This design comes from an exercise in tuning for small area, a short achievable clock period and few clock cycles per item on the open sky130 flow, not from production work.
The RTL was checked by simulation tests, not by an equivalence proof against the original design.

## flow/design.v (module list and top-level ports; edited modules follow where they fit)
// module sqrt_binary_search: 880 lines
module sqrt_binary_search (
    input  logic        clk,
    input  logic        rst,         
    input  logic        valid_in,
    input  logic [15:0] x,           
    output logic [15:0] x_sqrt,      
    output logic        valid_out
);
  // ...
==> flow/flow/run.sh <==
#!/bin/bash
# The standard layout (standard.sh), with two changes:
#  - no adder-cell mapping in synthesis (ADDER_MAP_FILE empty): ABC maps the
#    adders from plain gates instead of the slow ha/fa cells;
#  - buf_2 cells as the port buffers (buffer_ports otherwise picks the slow
#    clkdlybuf4s50_1).
set -e
export ADDER_MAP_FILE=
export BUFFER_PORTS_ARGS="-buffer_cell sky130_fd_sc_hd__buf_2"
bash standard.sh > standard.log 2>&1
==> flow/standard.sh <==
#!/bin/bash
# synth_recipe.tcl (not shown) runs the flow's synth.tcl, then flattens the netlist and writes it again
# the make line also repeats each setting of config.mk as NAME=value (left out here)
make -C /OpenROAD-flow-scripts/flow DESIGN_CONFIG=/design/flow/config.mk WORK_HOME=/design/flow/orfs CLKGATE_MAP_FILE= SYNTH_SCRIPT=/design/flow/synth_recipe.tcl "${@:-finish}"
==> flow/config.mk <==
export PLATFORM = sky130hd
export DESIGN_NAME = sqrt_binary_search
export DESIGN_NICKNAME = sqrt_binary_search
export VERILOG_FILES = /design/flow/design.v
export SDC_FILE = /design/flow/constraint.sdc
export NUM_CORES = 4
export LEC_CHECK = 0
export ABC_AREA = 1
export CAP_MARGIN = 20
export CORE_MARGIN = 2
export CORE_UTILIZATION = 65
export PLACE_DENSITY = 0.85
export SETUP_SLACK_MARGIN = 1.5
export SLEW_MARGIN = 20
==> flow/constraint.sdc <==
create_clock -name core_clock -period 11.0 [get_ports {clk}]
set_input_delay 2.2000 -clock core_clock [delete_from_list [all_inputs] [get_ports {clk}]]
set_output_delay 2.2000 -clock core_clock [all_outputs]
set_load 0.01 [all_outputs]
==> impl_metrics.ini, run 1 <==
[logic_synthesis]
synth_compound_area_share_pct = 8.186
synth_xor_area_share_pct = 18.47
synthCells = 675
synthSimpleGateAreaFrac_pct = 52.11

[final_layout]
post-route-util_pct = 71.84
multi_input_area_share_pct = 74.79
sh_seq_area_pct = 9.054
fin_area_um2 = 3980
layout_common_cells = nand2_1, inv_1, nand3_1
fin_nets = 723
stdcell_count = 774

[floorplanning]
die_h_um = 80.06
fp.coreArea_um2 = 5540
nWellTaps = 72

[placement]
pre_cts_ws_ps = 3361
placed_area_um2 = 3939

[critical_path]
cpMaxStageDelayCell = dfxtp_1
cp-endpoint = x_sqrt[0]
cp.required_ps = 8800
path_delay_family = simple AND/OR/NAND/NOR gates

[clock_tree]
ctsResizeCount = 0
cts_htree_levels = 1
path_clk_slew_ps = 60
clockBufferDepth = 2
cts-root-buf = clkbuf_8

[grt]
grt_use_met2_pct = 59.00
use_met1_pct = 29.75
grt_use_met3_pct = 1.798

[route]
wl_met2_um = 4698
wl_per_cell_um = 11.72
drt-met1-wl_um = 3590
drt_iter0_drc = 206

[sta]
setup-tns-final_ps = 0
fmax_ghz = 0.1246

[run_status]
status = timing/DRC/antenna clean
Testbench counts, summed over its fixed seeds: cycles 262,148, items 262,144.
==> run 2, diff against run 1 <==
--- a/flow/flow/run.sh
+++ b/flow/flow/run.sh
@@ -7,4 +7,5 @@
 set -e
 export ADDER_MAP_FILE=
 export BUFFER_PORTS_ARGS="-buffer_cell sky130_fd_sc_hd__buf_2"
+export SETUP_MOVE_SEQUENCE=sizeup
 bash standard.sh > standard.log 2>&1
--- a/flow/config.mk
+++ b/flow/config.mk
@@ -8,7 +8,8 @@
 export ABC_AREA = 1
 export CAP_MARGIN = 20
 export CORE_MARGIN = 2
-export CORE_UTILIZATION = 65
+export CORE_UTILIZATION = 40
 export PLACE_DENSITY = 0.85
-export SETUP_SLACK_MARGIN = 1.5
+export SETUP_SLACK_MARGIN = 3.5
 export SLEW_MARGIN = 20
+export TNS_END_PERCENT = 10
==> run 2 against run 1 <==
- still clean on timing, DRC and antenna
- sequential cell count is the same
- final area grew 9.1%
- core utilization shrank 25 points
- synthesized cell count is the same
- sequential share of layout area shrank 0.58 points
- non-clock buffer count is the same
- critical path type unchanged
- critical endpoint unchanged
- highest routed layer unchanged
==> impl_metrics.ini, run 2 <==
[logic_synthesis]
synthTopCellsByArea = nand2_1, xor2_1, nand3_1, dfxtp_1, inv_1
synth_area_per_cell_um2 = 5.570
synthMuxAreaShare_pct = 0
synth_edf_count = 0
synth_compound_area_share_pct = 8.186
yosysTopAreaCell = nand2_1
yosysMostFrequentCell = nand2_1
synth_seq_cells = 18
synthAdderAreaFrac_pct = 0
syn_area_um2 = 3760
synthDistinctLibCells = 41
synth_xor_area_share_pct = 18.47
post-synth-top-area-fraction_pct = 24.86
synthCells = 675
ys.flop_type = dfxtp_1
yosys_warnings = 1
synth_top_cells_by_count = nand2_1, inv_1, nand3_1, xor2_1, nor2_1
synthSimpleGateAreaFrac_pct = 52.11
ys_seq_area_share_pct = 9.584
async_flop_share_pct = 0
synth_top_family_by_area = simple AND/OR/NAND/NOR gates

[route]
first_pass_iters = 5
wl_per_cell_um = 10.79
drt_iter0_drc = 118
wl_um = 8773
vias = 4019
viasPerCell = 4.943
drc_errors = 0
ant_nets = 0

[sta]
setup_slack_ps = 3800
setup-tns-final_ps = 0
period_share_pct = 65.46
setup_violations = 0
slew_violations = 0
hold_viol = 0
finalCriticalPeriod_ps = 7200
worst_pin_slew_ps = 559.1
fmax_ghz = 0.1389
hold_slack_ps = 2095
max_slew_margin_pct = 62.59
rsz0062_at_grt = yes

[critical_path]
cp_slowest_stage_delay_ps = 500
cp.required_ps = 8800
arrival_ps = 5000
crit_path_end_kind = output port
cpMostUsedCell = nand2_1
critPathLaunchType = flop
worstSetupPathType = reg -> out
cpMaxStageDelayCell = dfxtp_4
crit_fanout = 15

[final_layout]
layout_commonest_cell = nand2_1
stdcell_count = 813
largest_register_ffs = 9
fin_area_um2 = 4343
fin_nets = 723
regMostFlops = r_r
post-route-util_pct = 47.22
areaGrowthSynthToFinish_pct = 15.51
multi_input_area_um2 = 3283
layout_common_cells = nand2_1, inv_1, nand3_1
n_antenna_cell = 0
final-seq-area_um2 = 367.9
drive_gt1_share_pct = 20.80
fill_cells = 951
reg_top3 = r_r (9), q_r (8), v_r (1)

[clock_tree]
cts_htree_levels = 1
clock-sinks = 18
clockBufferDepth = 2
cts_buffers = 3
postCtsHoldBufs = 0
path_clk_slew_ps = 60
cts_tree = built
cts-root-buf = clkbuf_8

[grt]
antenna_found_initial = 0
grt.overflow.total = 0
grt_pass1_wl_um = 14380
grt_max_degree = 16
track_usage_pct = 16.74
grt_pass1_vias = 3450

[placement]
io_buffers = 31
dp_hpwl_um = 6943
routabilityCongestion = 0.9380
dp_cells = 810
placed_area_um2 = 3988
pre_cts_ws_ps = 3522

[floorplanning]
fp.coreArea_um2 = 9196
initial_core_util_pct = 40.88
die_h_um = 101.0
die_area_um2 = 10190
rows = 35
boundaryPins = 36
die_x_um = 101.0

[run_status]
status = timing/DRC/antenna clean

[hold_path]
hold_path_class = in -> reg

[flow_run]
maxCapViolations = 0
-- run 2: critical path: cells and delay by family, from the launching register on --
family,cells,cell delay [ps]
xor gates and xnor gates,2,370
AOI/OAI and AO/OA,4,600
DFF,1,500
buffers and inverters,7,410
and+or+nand+nor,28,2870
-- run 2: area by class of cell --
class                      instances  area share [%]
clock buffer                       3          0.9507
multi-input combinational        555           75.60
tap                              111           3.198
timing repair buffer              31           3.572
sequential                        18           8.470
inverter                          95           8.211
-- run 2: worst paths after layout --
path	start	end	cells after the start
min	rst	v_r$_SDFF_PP0_	2
max	q_r[0]$_DFF_P_	x_sqrt[0]	41
-- run 2: what timing repair did --
item                                    4_1_cts  5_1_grt
pin swaps                                     0        0
endpoints found under the hold margin         0        0
resized for setup                             3       71
buffers inserted                              0        0
endpoints found under the setup margin        1        1
-- run 2: cell families after synthesis --
| kind of cell | after synthesis |
|---|---|
| compound gates | 48 |
| xor+xnor | 75 |
| buf+inv | 105 |
| flops | 18 |
| other cells | 1 |
| simple gates | 428 |
-- run 2: metal layers --
layer | vias to the layer above | wire (µm) | global-route usage (%)
li1 | 2161 | - | -
met1 | 1742 | 3835 | 20.78
met2 | 102 | 4335 | 30.92
met3 | 14 | 430 | 0.7628
met4 | 0 | 172 | 5.301
met5 | - | 0 | 0
==> run 3, diff against run 2 <==
--- a/flow/config.mk
+++ b/flow/config.mk
@@ -5,7 +5,7 @@
 export SDC_FILE = /design/flow/constraint.sdc
 export NUM_CORES = 4
 export LEC_CHECK = 0
-export ABC_AREA = 1
+export ABC_AREA = 0
 export CAP_MARGIN = 20
 export CORE_MARGIN = 2
 export CORE_UTILIZATION = 40
==> run 3 against run 2 <==
- still clean
- die area rose by 49%
- sequential share of layout area fell by 2.2 points
- critical path depth fell by 17
- via count rose by 43%
- clock-buffer cell count rose by 1
- critical path type unchanged
- critical endpoint unchanged
- largest cell class unchanged
==> impl_metrics.ini, run 3 <==
[logic_synthesis]
syn_area_um2 = 5692
yosysMostFrequentCell = xnor2_1
ys_seq_area_share_pct = 6.331
async_flop_share_pct = 0
yosysTopAreaCell = xnor2_1
synth_area_per_cell_um2 = 7.079
post-synth-top-area-fraction_pct = 14.00
synth_seq_cells = 18
synthDistinctLibCells = 109
synth_edf_count = 0
ys.flop_type = dfxtp_1
synthTopCellsByArea = xnor2_1, dfxtp_1, nor2_1, a21oi_1, nand2_1
synth_top_cells_by_count = xnor2_1, nor2_1, nand2_1, a21oi_1, o21ai_0
yosys_warnings = 1
synthCells = 804

[clock_tree]
clockBufferDepth = 2
clock-sinks = 18
path_clk_slew_ps = 50
cts-root-buf = clkbuf_16
postCtsHoldBufs = 0
cts_buffers = 3
cts_tree = built
cts_htree_levels = 1

[route]
wl_per_cell_um = 14.72
ant_nets = 0
vias = 5764
viasPerCell = 5.998
drc_errors = 0
wl_um = 14140
drt_iter0_drc = 431
first_pass_iters = 5

[grt]
busiest_layer = met2
grt_use_met2_pct = 31.73
grt.overflow.total = 0
antenna_found_initial = 0
track_usage_pct = 17.98
grt_pass1_vias = 5139
use_met1_pct = 23.68
grt_use_met3_pct = 1.476
grt_max_degree = 31
grt_pass1_wl_um = 23250

[final_layout]
final-seq-area_um2 = 377.9
n_antenna_cell = 0
fin_nets = 801
post-route-util_pct = 43.17
reg_top3 = r_r (9), q_r (8), v_r (1)
largest_register_ffs = 9
multi_input_area_um2 = 5010
layout_common_cells = xnor2_1, nor2_1, nand2_1
drive_gt1_share_pct = 17.54
fill_cells = 1369
layout_commonest_cell = xnor2_1
areaGrowthSynthToFinish_pct = 5.276
regMostFlops = r_r

[sta]
rsz0062_at_grt = yes
hold_slack_ps = 2101
fmax_ghz = 0.1040
finalCriticalPeriod_ps = 9619
setup_slack_ps = 1381
period_share_pct = 87.45
slew_violations = 0
max_slew_margin_pct = 38.13
setup-tns-final_ps = 0
hold_viol = 0
setup_violations = 0
worst_pin_slew_ps = 921.4

[critical_path]
arrival_ps = 7420
worstSetupPathType = reg -> out
cp.required_ps = 8800
critPathLaunchType = flop
crit_path_end_kind = output port
critPathLaunch = q_r[0]$_DFF_P_
crit_fanout = 30

[floorplanning]
initial_core_util_pct = 41.00
rows = 43
die_h_um = 123.3
boundaryPins = 36
die_area_um2 = 15200
fp.coreArea_um2 = 13880
die_x_um = 123.3

[placement]
io_buffers = 31
pre_cts_ws_ps = 1362
routabilityCongestion = 0.9223
dp_hpwl_um = 10580

[hold_path]
worstHoldStart = rst
hold_path_class = in -> reg
whs_path_depth = 2

[flow_run]
maxCapViolations = 0

[run_status]
status = timing/DRC/antenna clean
run 3: cell count changes in the layout (fill, tap and decap cells not counted), moves of 30 or more:
| cell | previous run | this run |
|---|---|---|
| nand2_1 | 222 | 61 |
| xnor2_1 | 17 | 89 |
| inv_1 | 86 | 22 |
| nand3_1 | 66 | 23 |
| a21oi_1 | 13 | 50 |
| xor2_1 | 50 | 15 |
| nand2_2 | 33 | 1 |
| nor2_1 | 39 | 69 |
run 3: worst max-delay path, cell delays in order (launching register included):
cell	delay, ps
dfxtp_4	600
inv_8	110
a211oi_4	270
nor3_4	80
o31ai_4	470
a31oi_4	170
xor2_4	340
clkinvlp_4	350
xnor2_2	250
nor2_1	80
nor4_2	340
o22ai_2	230
xnor2_4	570
mux2i_4	390
a22oi_2	100
o41ai_4	420
nand2_2	150
a311o_1	300
or4_4	500
mux2i_1	150
or2_4	230
or4_4	480
a311oi_2	280
xnor2_1	140
buf_2	150
run 3: metal layers:
metal / vias up / routed length (µm) / share of wire, %
li1: 2866 / - / -
met1: 2690 / 6407 / 45
met2: 180 / 6883 / 49
met3: 28 / 585 / 4.1
met4: 0 / 267 / 1.9
met5: - / 0 / 0
run 3: cells by family (layout without fill, tap and decap cells):
logic type,after synthesis,after routing,synth area share [%]
adders and majority gates,13,13,2.440
and+or+nand+nor,306,306,28.60
DFF,18,18,6.331
AOI/OAI and AO/OA,231,231,30.51
muxes,28,28,5.254
buffers and inverters,95,69,8.661
other,1,4,0.06589
xor gates and xnor gates,112,112,18.14
run 3: worst paths after layout:
| kind | end | slack, ps |
|---|---|---|
| worst max-delay path | x_sqrt[0] | 1380 |
| worst min-delay path | v_r$_SDFF_PP0_ | 2100 |
run 3: area by class of cell:
class | count | share of cell area [%]
clock buffers | 4 | 1.316
inverters | 33 | 2.297
multi-input cells | 694 | 83.61
flip-flops and latches | 18 | 6.306
well taps | 180 | 3.759
repair buffers | 32 | 2.715
run 3: metrics by stage:
step                area, µm²  cells
finish                   5992    961
global route             5992    961
CTS                      5954    961
detailed placement       5822    957
global placement         5822    957
floorplan                5818    807
run 3: what timing repair did:
item,CTS,global route
gates resized for setup,16,7
buffers inserted,0,0
setup endpoints to repair,9,10
==> run 4, diff against run 3 <==
--- a/flow/flow/run.sh
+++ b/flow/flow/run.sh
@@ -8,4 +8,4 @@
 export ADDER_MAP_FILE=
 export BUFFER_PORTS_ARGS="-buffer_cell sky130_fd_sc_hd__buf_2"
 export SETUP_MOVE_SEQUENCE=sizeup
-bash standard.sh > standard.log 2>&1
+bash standard.sh ABC_LOAD_IN_FF=15 finish > standard.log 2>&1
--- a/flow/config.mk
+++ b/flow/config.mk
@@ -5,7 +5,7 @@
 export SDC_FILE = /design/flow/constraint.sdc
 export NUM_CORES = 4
 export LEC_CHECK = 0
-export ABC_AREA = 0
+export ABC_AREA = 1
 export CAP_MARGIN = 20
 export CORE_MARGIN = 2
 export CORE_UTILIZATION = 40
==> run 4 against run 3 <==
- still clean on timing, DRC and antenna
- critical path type unchanged
- non-clock buffer count fell by 1
- via count fell by 30%
- core utilization rose by 5.0 points
- sequential share of layout area rose by 1.6 points
- final cell count fell by 13%
- global-route usage fell by 1.7 points
- highest routed layer unchanged
==> impl_metrics.ini, run 4 <==
[run_status]
status = timing/DRC/antenna clean

[final_layout]
stdcell_count = 835
fin_nets = 723
drive_gt1_share_pct = 27.92
fin_area_um2 = 4667
areaGrowthSynthToFinish_pct = 17.67
layout_commonest_cell = nand2_1
layout_common_cells = nand2_1, inv_1, nand3_1
n_antenna_cell = 0
regMostFlops = r_r
reg_top3 = r_r (9), q_r (8), v_r (1)
largest_register_ffs = 9

[sta]
worst_pin_slew_ps = 511.3
hold_viol = 0
period_share_pct = 66.47
hold_slack_ps = 2095
finalCriticalPeriod_ps = 7312
slew_violations = 0
setup-tns-final_ps = 0
rsz0062_at_grt = yes
fmax_ghz = 0.1368
setup_violations = 0
setup_slack_ps = 3688
max_slew_margin_pct = 65.87

[critical_path]
cpMostUsedCell = nand2_1
cp_slowest_stage_delay_ps = 510
cp.required_ps = 8800
worstSetupPathType = reg -> out
crit_path_end_kind = output port
cpMaxStageDelayCell = dfxtp_4
arrival_ps = 5110
crit_fanout = 15
critPathLaunchType = flop

[route]
drt-met1-wl_um = 4153
drt_iter0_drc = 160
vias = 4062
viasPerCell = 4.865
dr_wl_met3_um = 306
first_pass_iters = 5
wl_um = 9349
wl_per_cell_um = 11.20
ant_nets = 0
wl_met2_um = 4631
top_layer = met4
drc_errors = 0

[logic_synthesis]
ys.flop_type = dfxtp_1
post-synth-top-area-fraction_pct = 21.96
synth_seq_cells = 18
synth_top_cells_by_count = nand2_1, inv_1, nand3_1, xor2_1, nor2_1
synthTopCellsByArea = nand2_1, xor2_1, dfxtp_1, nand3_1, inv_1
synthDistinctLibCells = 47
synthCells = 675
yosysTopAreaCell = nand2_1
async_flop_share_pct = 0
synth_edf_count = 0
ys_seq_area_share_pct = 9.085
yosysMostFrequentCell = nand2_1
synth_area_per_cell_um2 = 5.876
yosys_warnings = 1
syn_area_um2 = 3966

[grt]
grt_pass1_wl_um = 15260
grt_max_degree = 16
grt_pass1_vias = 3643
antenna_found_initial = 0
grt.overflow.total = 0
track_usage_pct = 16.31

[clock_tree]
clockBufferDepth = 2
postCtsHoldBufs = 0
cts_htree_levels = 1
path_clk_slew_ps = 60
cts-root-buf = clkbuf_8
clock-sinks = 18
cts_buffers = 3
postCtsSetupBuffers = 0
cts_tree = built

[placement]
routabilityCongestion = 0.9196
dp_hpwl_um = 7237
pre_cts_ws_ps = 3615
placed_area_um2 = 4199
io_buffers = 31
dp_cells = 832

[hold_path]
min_to = v_r$_SDFF_PP0_
worstHoldStart = rst
whs_path_depth = 2
hold_path_class = in -> reg

[floorplanning]
fp.coreArea_um2 = 9684
die_x_um = 103.6
boundaryPins = 36
die_h_um = 103.6
rows = 36
initial_core_util_pct = 40.96
die_area_um2 = 10730

[flow_run]
maxCapViolations = 0
-- run 4: cell types whose count changed in the layout (fill, tap and decap cells not counted), sizes merged, moves of 34 or more --
cell | previous run | this run
inv | 28 | 95
nand2 | 62 | 268
nand3 | 23 | 87
nor3 | 35 | 1
xnor2 | 94 | 19
xor2 | 17 | 56
-- run 4: area by class of cell --
cell class / count / area, µm²
flip-flops and latches: 18 / 367.9
inverters: 95 / 364.1
well taps: 133 / 166.4
multi-input cells: 555 / 3566
repair buffers: 31 / 161.4
fillers: 953 / 5017
clock buffers: 3 / 41.29
-- run 4: worst max-delay path, delay by kind of cell (launching register included) --
family / cells / cell delay [ps]
compound gates: 6 / 980
simple gates: 27 / 2920
flops: 1 / 510
buf+inv: 4 / 270
xor+xnor: 1 / 170
-- run 4: worst max-delay path by stage --
stage | from | end | depth (start not counted)
after floorplan | q_r[0]$_DFF_P_ | x_sqrt[0] | 43
after global placement | q_r[0]$_DFF_P_ | x_sqrt[0] | 44
after detailed placement | q_r[0]$_DFF_P_ | x_sqrt[0] | 44
after CTS | q_r[1]$_DFF_P_ | x_sqrt[0] | 44
after global routing | q_r[0]$_DFF_P_ | x_sqrt[0] | 41
final | q_r[0]$_DFF_P_ | x_sqrt[0] | 38
-- run 4: cell families after synthesis --
| group | Yosys count | synth area share, % |
|---|---|---|
| AOI/OAI and AO/OA | 48 | 8.486 |
| xor gates and xnor gates | 75 | 17.51 |
| buffers and inverters | 105 | 11.58 |
| other | 1 | 0.09455 |
| and+or+nand+nor | 428 | 53.25 |
| DFF | 18 | 9.085 |
-- run 4: per-stage QoR --
stage / utilization (%)
6_report: 48.19
5_1_grt: 48.19
4_1_cts: 43.80
3_5_place_dp: 43.36
3_3_place_gp: 43.36
2_1_floorplan: -
-- run 4: what timing repair did --
item                       4_1_cts  5_1_grt
gates cloned                     0        0
setup endpoints to repair        1        1
gates resized for setup          1       95
-- run 4: metal layers --
| metal | vias to the layer above | GRT usage (%) |
|---|---|---|
| li1 | 2156 | - |
| met1 | 1796 | 20.57 |
| met2 | 85 | 29.28 |
| met3 | 25 | 0.9440 |
| met4 | 0 | 5.985 |
| met5 | - | 0 |
==> run 5, diff against run 4 <==
--- a/flow/flow/run.sh
+++ b/flow/flow/run.sh
@@ -8,4 +8,4 @@
 export ADDER_MAP_FILE=
 export BUFFER_PORTS_ARGS="-buffer_cell sky130_fd_sc_hd__buf_2"
 export SETUP_MOVE_SEQUENCE=sizeup
-bash standard.sh ABC_LOAD_IN_FF=15 finish > standard.log 2>&1
+bash standard.sh ABC_LOAD_IN_FF=1 finish > standard.log 2>&1
==> run 5 against run 4 <==
- final area is 6.4% lower
- synthesized cell count stayed put
- core utilization is 0.21 points lower
- sequential share of layout area is 0.53 points higher
- via count is 0.94% lower
- fmax is 0.23% higher
- wire length is 3.4% lower
- setup slack better by 17 ps
- sequential cell count stayed put
- still clean
==> impl_metrics.ini, run 5 <==
[sta]
hold_slack_ps = 2102
setup_violations = 0
period_share_pct = 66.31
setup-tns-final_ps = 0
slew_violations = 0
rsz0062_at_grt = yes
setup_slack_ps = 3705
hold_viol = 0
max_slew_margin_pct = 64.58
fmax_ghz = 0.1371
worst_pin_slew_ps = 530.6
finalCriticalPeriod_ps = 7295

[floorplanning]
boundaryPins = 36
initial_core_util_pct = 40.84
fp.coreArea_um2 = 9109
rows = 35
die_x_um = 100.4
die_h_um = 100.4
die_area_um2 = 10090

[final_layout]
reg_top3 = r_r (9), q_r (8), v_r (1)
drive_gt1_share_pct = 20.91
layout_common_cells = nand2_1, inv_1, nand3_1
regMostFlops = r_r
fill_cells = 904
final-seq-area_um2 = 367.9
n_antenna_cell = 0
largest_register_ffs = 9
fin_nets = 723
layout_commonest_cell = nand2_1
areaGrowthSynthToFinish_pct = 17.49
multi_input_area_um2 = 3288
fin_area_um2 = 4370

[logic_synthesis]
post-synth-top-area-fraction_pct = 24.92
synthSimpleGateAreaFrac_pct = 52.14
synthMuxAreaShare_pct = 0
yosysMostFrequentCell = nand2_1
synth_area_per_cell_um2 = 5.511
synthTopCellsByArea = nand2_1, xor2_1, nand3_1, dfxtp_1, inv_1
ys_seq_area_share_pct = 9.687
synthAdderAreaFrac_pct = 0
synth_top_family_by_area = simple AND/OR/NAND/NOR gates
synth_edf_count = 0
ys.flop_type = dfxtp_1
synthDistinctLibCells = 41
async_flop_share_pct = 0
yosysTopAreaCell = nand2_1
synthCells = 675
yosys_warnings = 1
synth_seq_cells = 18
synth_xor_area_share_pct = 18.26
syn_area_um2 = 3720
synth_top_cells_by_count = nand2_1, inv_1, nand3_1, xor2_1, nor2_1
synth_compound_area_share_pct = 8.073

[critical_path]
critPathLaunch = q_r[0]$_DFF_P_
crit_fanout = 15
crit_path_end_kind = output port
critPathLaunchType = flop
cp.depth = 44
cp_slowest_stage_delay_ps = 500
arrival_ps = 5090
cpMostUsedCell = nand2_1
worstSetupPathType = reg -> out
cpMaxStageDelayCell = dfxtp_4
path_delay_family = simple AND/OR/NAND/NOR gates
timing.critical_path.buf_inv = 7
cp.required_ps = 8800
cp-endpoint = x_sqrt[0]

[clock_tree]
clockBufferDepth = 2
cts_htree_levels = 1
cts-root-buf = clkbuf_8
clock-sinks = 18
cts_buffers = 3
path_clk_slew_ps = 60
cts_tree = built

[route]
ant_nets = 0
wl_um = 9032
drt_iter0_drc = 134
wl_per_cell_um = 11.10
first_pass_iters = 4
vias = 4024
viasPerCell = 4.943
drc_errors = 0

[flow_run]
maxCapViolations = 0

[placement]
placed_area_um2 = 3945
io_buffers = 31
pre_cts_ws_ps = 3450
dp_hpwl_um = 7036
routabilityCongestion = 0.9070

[grt]
use_met1_pct = 20.77
grt_max_degree = 16
antenna_found_initial = 0
grt_pass1_vias = 3509
grt_pass1_wl_um = 14550
grt_use_met2_pct = 33.14
track_usage_pct = 17.19
grt.overflow.total = 0
grt_use_met3_pct = 0.4875
busiest_layer = met2

[hold_path]
hold_path_class = in -> reg

[run_status]
status = timing/DRC/antenna clean
[run 5: cell families after synthesis]
logic type      count (synthesis)
simple gates                  428
buf+inv                       105
xor+xnor                       75
compound gates                 48
flops                          18
other cells                     1
[run 5: cell type report]
cell class / count / share of cell area (%)
multi-input cells: 555 / 75.24
flip-flops and latches: 18 / 8.417
inverters: 95 / 8.216
repair buffers: 31 / 3.693
well taps: 111 / 3.178
clock buffers: 4 / 1.260
[run 5: layer usage]
| layer | up-vias | share of wire [%] | routed length [µm] |
|---|---|---|---|
| li1 | 2152 | - | - |
| met2 | 103 | 51 | 4639 |
| met4 | 0 | 1.6 | 142 |
| met3 | 12 | 4.8 | 437 |
| met5 | - | 0 | 0 |
| met1 | 1757 | 42 | 3812 |
[run 5: repair_timing]
item / in CTS / in global routing
endpoints found under the setup margin: 1 / 3
setup buffers: 0 / 0
gates resized for setup: 4 / 84
pin swaps: 0 / 0
hold buffers: 0 / 0
[run 5: how the worst min path moves through the flow]
| stage | start | to | slack, ps | cells after the start |
|---|---|---|---|---|
| 5_1_grt | rst | v_r$_SDFF_PP0_ | 2110 | 2 |
| 6_report | rst | v_r$_SDFF_PP0_ | 2100 | 2 |
| 3_3_place_gp | rst | v_r$_SDFF_PP0_ | 2350 | 2 |
| 4_1_cts | rst | v_r$_SDFF_PP0_ | 2100 | 2 |
| 2_1_floorplan | x[0] | r_r[0]$_DFF_P_ | 2260 | 1 |
| 3_5_place_dp | rst | v_r$_SDFF_PP0_ | 2360 | 2 |
[run 5: stage by stage]
stage | std cells | utilization, %
4_1_cts | 814 | 44.02
3_5_place_dp | 810 | 43.31
6_report | 814 | 47.98
5_1_grt | 814 | 47.98
3_3_place_gp | 810 | 43.31
2_1_floorplan | 678 | -
==> run 6, diff against run 5 <==
--- a/flow/flow/run.sh
+++ b/flow/flow/run.sh
@@ -8,4 +8,4 @@
 export ADDER_MAP_FILE=
 export BUFFER_PORTS_ARGS="-buffer_cell sky130_fd_sc_hd__buf_2"
 export SETUP_MOVE_SEQUENCE=sizeup
-bash standard.sh ABC_LOAD_IN_FF=1 finish > standard.log 2>&1
+bash standard.sh ABC_LOAD_IN_FF=15 ABC_DRIVER_CELL=sky130_fd_sc_hd__buf_2 finish > standard.log 2>&1
==> run 6 against run 5 <==
- still clean on timing, DRC and antenna
- synthesized cell count up 1.2%
- hold slack worse by 2.5 ps
- non-clock buffer count unchanged
- global-route usage down 1.3 points
- clock-buffer cell count unchanged
- fmax down 0.23%
==> impl_metrics.ini, run 6 <==
[run_status]
status = timing/DRC/antenna clean

[floorplanning]
boundaryPins = 36
initial_core_util_pct = 41.50
die_x_um = 104.9
die_area_um2 = 11010
fp.coreArea_um2 = 9819
die_h_um = 104.9
rows = 36

[logic_synthesis]
synthCells = 683
syn_area_um2 = 4075
synth_seq_cells = 18
post-synth-top-area-fraction_pct = 20.45
yosysMostFrequentCell = nand2_1
synthTopCellsByArea = nand2_1, xor2_1, dfxtp_1, nand3_1, inv_1
yosys_warnings = 1
ys_seq_area_share_pct = 8.842
synth_edf_count = 0
synthDistinctLibCells = 49
async_flop_share_pct = 0
yosysTopAreaCell = nand2_1
synth_top_cells_by_count = nand2_1, inv_1, nand3_1, xor2_1, nor2_1
synth_area_per_cell_um2 = 5.967
ys.flop_type = dfxtp_1

[final_layout]
n_antenna_cell = 0
drive_gt1_share_pct = 28.31
layout_commonest_cell = nand2_1
areaGrowthSynthToFinish_pct = 14.28
fin_nets = 723
fill_cells = 1012
reg_top3 = r_r (9), q_r (8), v_r (1)
fin_area_um2 = 4657
layout_common_cells = nand2_1, inv_1, nand3_1
regMostFlops = r_r
largest_register_ffs = 9

[sta]
fmax_ghz = 0.1368
setup_violations = 0
hold_slack_ps = 2099
rsz0062_at_grt = yes
setup-tns-final_ps = 0
worst_pin_slew_ps = 499.2
finalCriticalPeriod_ps = 7311
period_share_pct = 66.46
max_slew_margin_pct = 66.67
hold_viol = 0
slew_violations = 0

[placement]
dp_hpwl_um = 7258
routabilityCongestion = 0.8993
io_buffers = 31
placed_area_um2 = 4259

[grt]
grt_pass1_vias = 3572
grt_max_degree = 16
grt.overflow.total = 0
antenna_found_initial = 0
track_usage_pct = 15.87
grt_pass1_wl_um = 15120

[clock_tree]
cts_tree = built
cts_htree_levels = 1
postCtsSetupBuffers = 0
cts_buffers = 3
clockBufferDepth = 2
clock-sinks = 18
path_clk_slew_ps = 60
cts-root-buf = clkbuf_8

[critical_path]
crit_fanout = 15
worstSetupPathType = reg -> out
arrival_ps = 5110
crit_path_end_kind = output port
critPathLaunchType = flop
cp_slowest_stage_delay_ps = 500
cp.required_ps = 8800
cpMaxStageDelayCell = dfxtp_4
cpMostUsedCell = nand2_2

[route]
vias = 4073
drt_iter0_drc = 173
drc_errors = 0
wl_per_cell_um = 11.15
wl_um = 9318
viasPerCell = 4.872
ant_nets = 0
first_pass_iters = 5

[hold_path]
hold_path_class = in -> reg
whs_path_depth = 2

[flow_run]
maxCapViolations = 0
[run 6: cell count changes after synthesis, sizes merged]
cell,delta
buf,+3
clkinv,-1
clkbuf,+5
inv,+1
[run 6: worst paths after layout]
kind | startpoint | slack (ps) | endpoint
worst max-delay path | q_r[0]$_DFF_P_ | 3690 | x_sqrt[0]
worst min-delay path | rst | 2100 | v_r$_SDFF_PP0_
[run 6: area by class of cell]
class | count | area (µm²) | area share (%)
clock buffers | 4 | 55.05 | 1.182
inverters | 95 | 364.1 | 7.818
multi-input cells | 555 | 3542 | 76.06
flip-flops and latches | 18 | 367.9 | 7.899
well taps | 133 | 166.4 | 3.573
repair buffers | 31 | 161.4 | 3.466
[run 6: kinds of logic (layout without fill, tap and decap cells)]
kind of cell | after synthesis | after routing | share of synthesized area, %
AND/OR/NAND/NOR | 428 | 428 | 52.93
XOR/XNOR | 75 | 75 | 17.59
AO/OA/AOI/OAI | 48 | 48 | 8.075
buffers and inverters | 113 | 130 | 12.47
other | 1 | 4 | 0.09202
flip-flops | 18 | 18 | 8.843
[run 6: routing by layer]
metal	vias up	wire (µm)	track usage (%)
met5	-	0	0
met4	0	119	3.524
met3	8	384	0.4367
met2	84	4767	28.76
met1	1826	4047	20.87
li1	2155	-	-
[run 6: worst max-delay path, delay by kind of cell, from the launching register on]
kind,cells,cell delay [ps]
DFF,1,500
AOI/OAI and AO/OA,5,840
and+or+nand+nor,28,2790
xor gates and xnor gates,2,380
buffers and inverters,5,300
[run 6: per-stage QoR]
stage	setup WS, ps	util (%)	cells
2_1_floorplan	4505	-	686
4_1_cts	3617	43.95	836
3_5_place_dp	3691	43.37	832
6_report	3689	47.43	836
5_1_grt	3354	47.43	836
3_3_place_gp	3822	43.37	832
[run 6: what timing repair did]
action | CTS | global route
hold buffers | 0 | 0
endpoints found under the hold margin | 0 | 0
endpoints found under the setup margin | 1 | 1
gates resized for setup | 1 | 81
==> run 7, diff against run 6 <==
--- a/flow/flow/run.sh
+++ b/flow/flow/run.sh
@@ -8,4 +8,4 @@
 export ADDER_MAP_FILE=
 export BUFFER_PORTS_ARGS="-buffer_cell sky130_fd_sc_hd__buf_2"
 export SETUP_MOVE_SEQUENCE=sizeup
-bash standard.sh ABC_LOAD_IN_FF=15 ABC_DRIVER_CELL=sky130_fd_sc_hd__buf_2 finish > standard.log 2>&1
+bash standard.sh  finish > standard.log 2>&1
--- a/flow/config.mk
+++ b/flow/config.mk
@@ -9,6 +9,8 @@
 export CAP_MARGIN = 20
 export CORE_MARGIN = 2
 export CORE_UTILIZATION = 40
+export CTS_CLUSTER_DIAMETER = 200
+export CTS_CLUSTER_SIZE = 40
 export PLACE_DENSITY = 0.85
 export SETUP_SLACK_MARGIN = 3.5
 export SLEW_MARGIN = 20
==> run 7 against run 6 <==
- synthesized cell count is 1.2% lower
- area after synthesis fell by 7.7%
- core utilization decreased by 0.20 points
- setup slack better by 110 ps
- critical path depth increased by 1
- critical path type unchanged
==> impl_metrics.ini, run 7 <==
[run_status]
status = timing/DRC/antenna clean

[route]
drt_iter0_drc = 118
viasPerCell = 4.943
wl_um = 8773
first_pass_iters = 5
ant_nets = 0
vias = 4019
wl_per_cell_um = 10.79
drc_errors = 0

[grt]
track_usage_pct = 16.74
grt_pass1_wl_um = 14380
use_met1_pct = 20.78
grt.overflow.total = 0
grt_pass1_vias = 3450
grt_use_met2_pct = 30.92
busiest_layer = met2
antenna_found_initial = 0
grt_max_degree = 16
grt_use_met3_pct = 0.7628

[logic_synthesis]
post-synth-top-area-fraction_pct = 24.86
synthDistinctLibCells = 41
synthCells = 675
synth_seq_cells = 18
yosysTopAreaCell = nand2_1
ys.flop_type = dfxtp_1
synth_edf_count = 0
yosys_warnings = 1
yosysMostFrequentCell = nand2_1
synthTopCellsByArea = nand2_1, xor2_1, nand3_1, dfxtp_1, inv_1
async_flop_share_pct = 0
synth_area_per_cell_um2 = 5.570
ys_seq_area_share_pct = 9.584
syn_area_um2 = 3760
synth_top_cells_by_count = nand2_1, inv_1, nand3_1, xor2_1, nor2_1

[clock_tree]
cts_buffers = 3
cts_tree = built
clock-sinks = 18
postCtsSetupBuffers = 0
cts-root-buf = clkbuf_8
postCtsHoldBufs = 0
clockBufferDepth = 2
cts_htree_levels = 1
path_clk_slew_ps = 60

[sta]
rsz0062_at_grt = yes
finalCriticalPeriod_ps = 7200
max_slew_margin_pct = 62.59
slew_violations = 0
setup_violations = 0
fmax_ghz = 0.1389
hold_viol = 0
hold_slack_ps = 2095
period_share_pct = 65.46
worst_pin_slew_ps = 559.1
setup-tns-final_ps = 0

[critical_path]
cpMostUsedCell = nand2_1
crit_fanout = 15
crit_path_end_kind = output port
critPathLaunch = q_r[0]$_DFF_P_
cp_slowest_stage_delay_ps = 500
critPathLaunchType = flop
cpMaxStageDelayCell = dfxtp_4
arrival_ps = 5000
cp.required_ps = 8800
worstSetupPathType = reg -> out

[floorplanning]
rows = 35
die_h_um = 101.0
fp.coreArea_um2 = 9196
die_area_um2 = 10190
initial_core_util_pct = 40.88
die_x_um = 101.0
boundaryPins = 36

[flow_run]
maxCapViolations = 0

[final_layout]
areaGrowthSynthToFinish_pct = 15.51
layout_commonest_cell = nand2_1
reg_top3 = r_r (9), q_r (8), v_r (1)
fin_nets = 723
largest_register_ffs = 9
fill_cells = 951
stdcell_count = 813
layout_common_cells = nand2_1, inv_1, nand3_1
fin_area_um2 = 4343
regMostFlops = r_r
n_antenna_cell = 0
drive_gt1_share_pct = 20.80

[hold_path]
worstHoldStart = rst
hold_path_class = in -> reg

[placement]
io_buffers = 31
placed_area_um2 = 3988
dp_hpwl_um = 6943
dp_cells = 810
routabilityCongestion = 0.9380
## run 7: cell type report
cell class | count | area, µm² | area share, %
timing repair buffer | 31 | 155.1 | 3.572
clock buffer | 3 | 41.29 | 0.9507
inverter | 95 | 356.6 | 8.211
sequential | 18 | 367.9 | 8.470
tap | 111 | 138.9 | 3.198
multi-input combinational | 555 | 3283 | 75.60
## run 7: kinds of logic (layout without fill, tap and decap cells)
| group | after synthesis | in the layout | synth area share (%) |
|---|---|---|---|
| AND/OR/NAND/NOR | 428 | 428 | 52.11 |
| buffers and inverters | 105 | 129 | 11.55 |
| XOR/XNOR | 75 | 75 | 18.47 |
| AO/OA/AOI/OAI | 48 | 48 | 8.187 |
| flip-flops | 18 | 18 | 9.584 |
| other | 1 | 4 | 0.09974 |
## run 7: metrics by stage
step	setup slack, ps	util [%]
floorplan	4442	-
global placement	3710	43.36
detailed placement	3522	43.36
CTS	3553	43.86
global route	3369	47.22
finish	3800	47.22
## run 7: metal layers
metal | share of wire (%) | up-vias
li1 | - | 2161
met1 | 44 | 1742
met2 | 49 | 102
met3 | 4.9 | 14
met4 | 2.0 | 0
met5 | 0 | -
## run 7: worst paths after layout
kind                        endpoint  slack, ps  cells past startpoint
worst max-delay path       x_sqrt[0]       3800                     41
worst min-delay path  v_r$_SDFF_PP0_       2100                      2
## run 7: critical path: cells and delay by family (launching register included)
kind	cells	cell delay [ps]
simple gates	28	2870
buf+inv	7	410
xor+xnor	2	370
compound gates	4	600
flops	1	500
## run 7: what timing repair did
action,CTS,global route
pin swaps,0,0
setup endpoints to repair,1,1
resized for setup,3,71

[port drivers added, routing unchanged]
The flow's constraints put no driver on any port. The routed layouts listed below were extracted and timed again, unchanged, in two steps.
Step 1 sets driving cells, clkbuf_16 on the clock port and buf_2 on the other inputs (assumed; they add their load-dependent delay and slew).
Step 2 times the ports against the registers' clock, not the clock port: input delays grow and output delays shrink by t, the midpoint of the rising clock arrivals with the driver on.
Slacks: no drivers / after step 1 / after step 2; pairs: no drivers / after step 1.
run	t, ns	slack for setup (ns)	clock arrival spread, ns	cell pins on the clock port's net
run 1	0.269	2.972 / 2.947 / 3.216	0.001 / 0.002	1
run 2	0.276	3.800 / 3.775 / 3.938	0.003 / 0.003	1
run 3	0.280	1.381 / 1.350 / 1.629	0.001 / 0.001	1
run 4	0.278	3.688 / 3.662 / 3.939	0.001 / 0.001	1
run 5	0.272	3.705 / 3.678 / 3.939	0.001 / 0.002	1
run 6	0.275	3.689 / 3.660 / 3.935	0.004 / 0.004	1
run 7	0.276	3.800 / 3.775 / 3.938	0.003 / 0.003	1
After both steps every run listed still meets setup and hold.
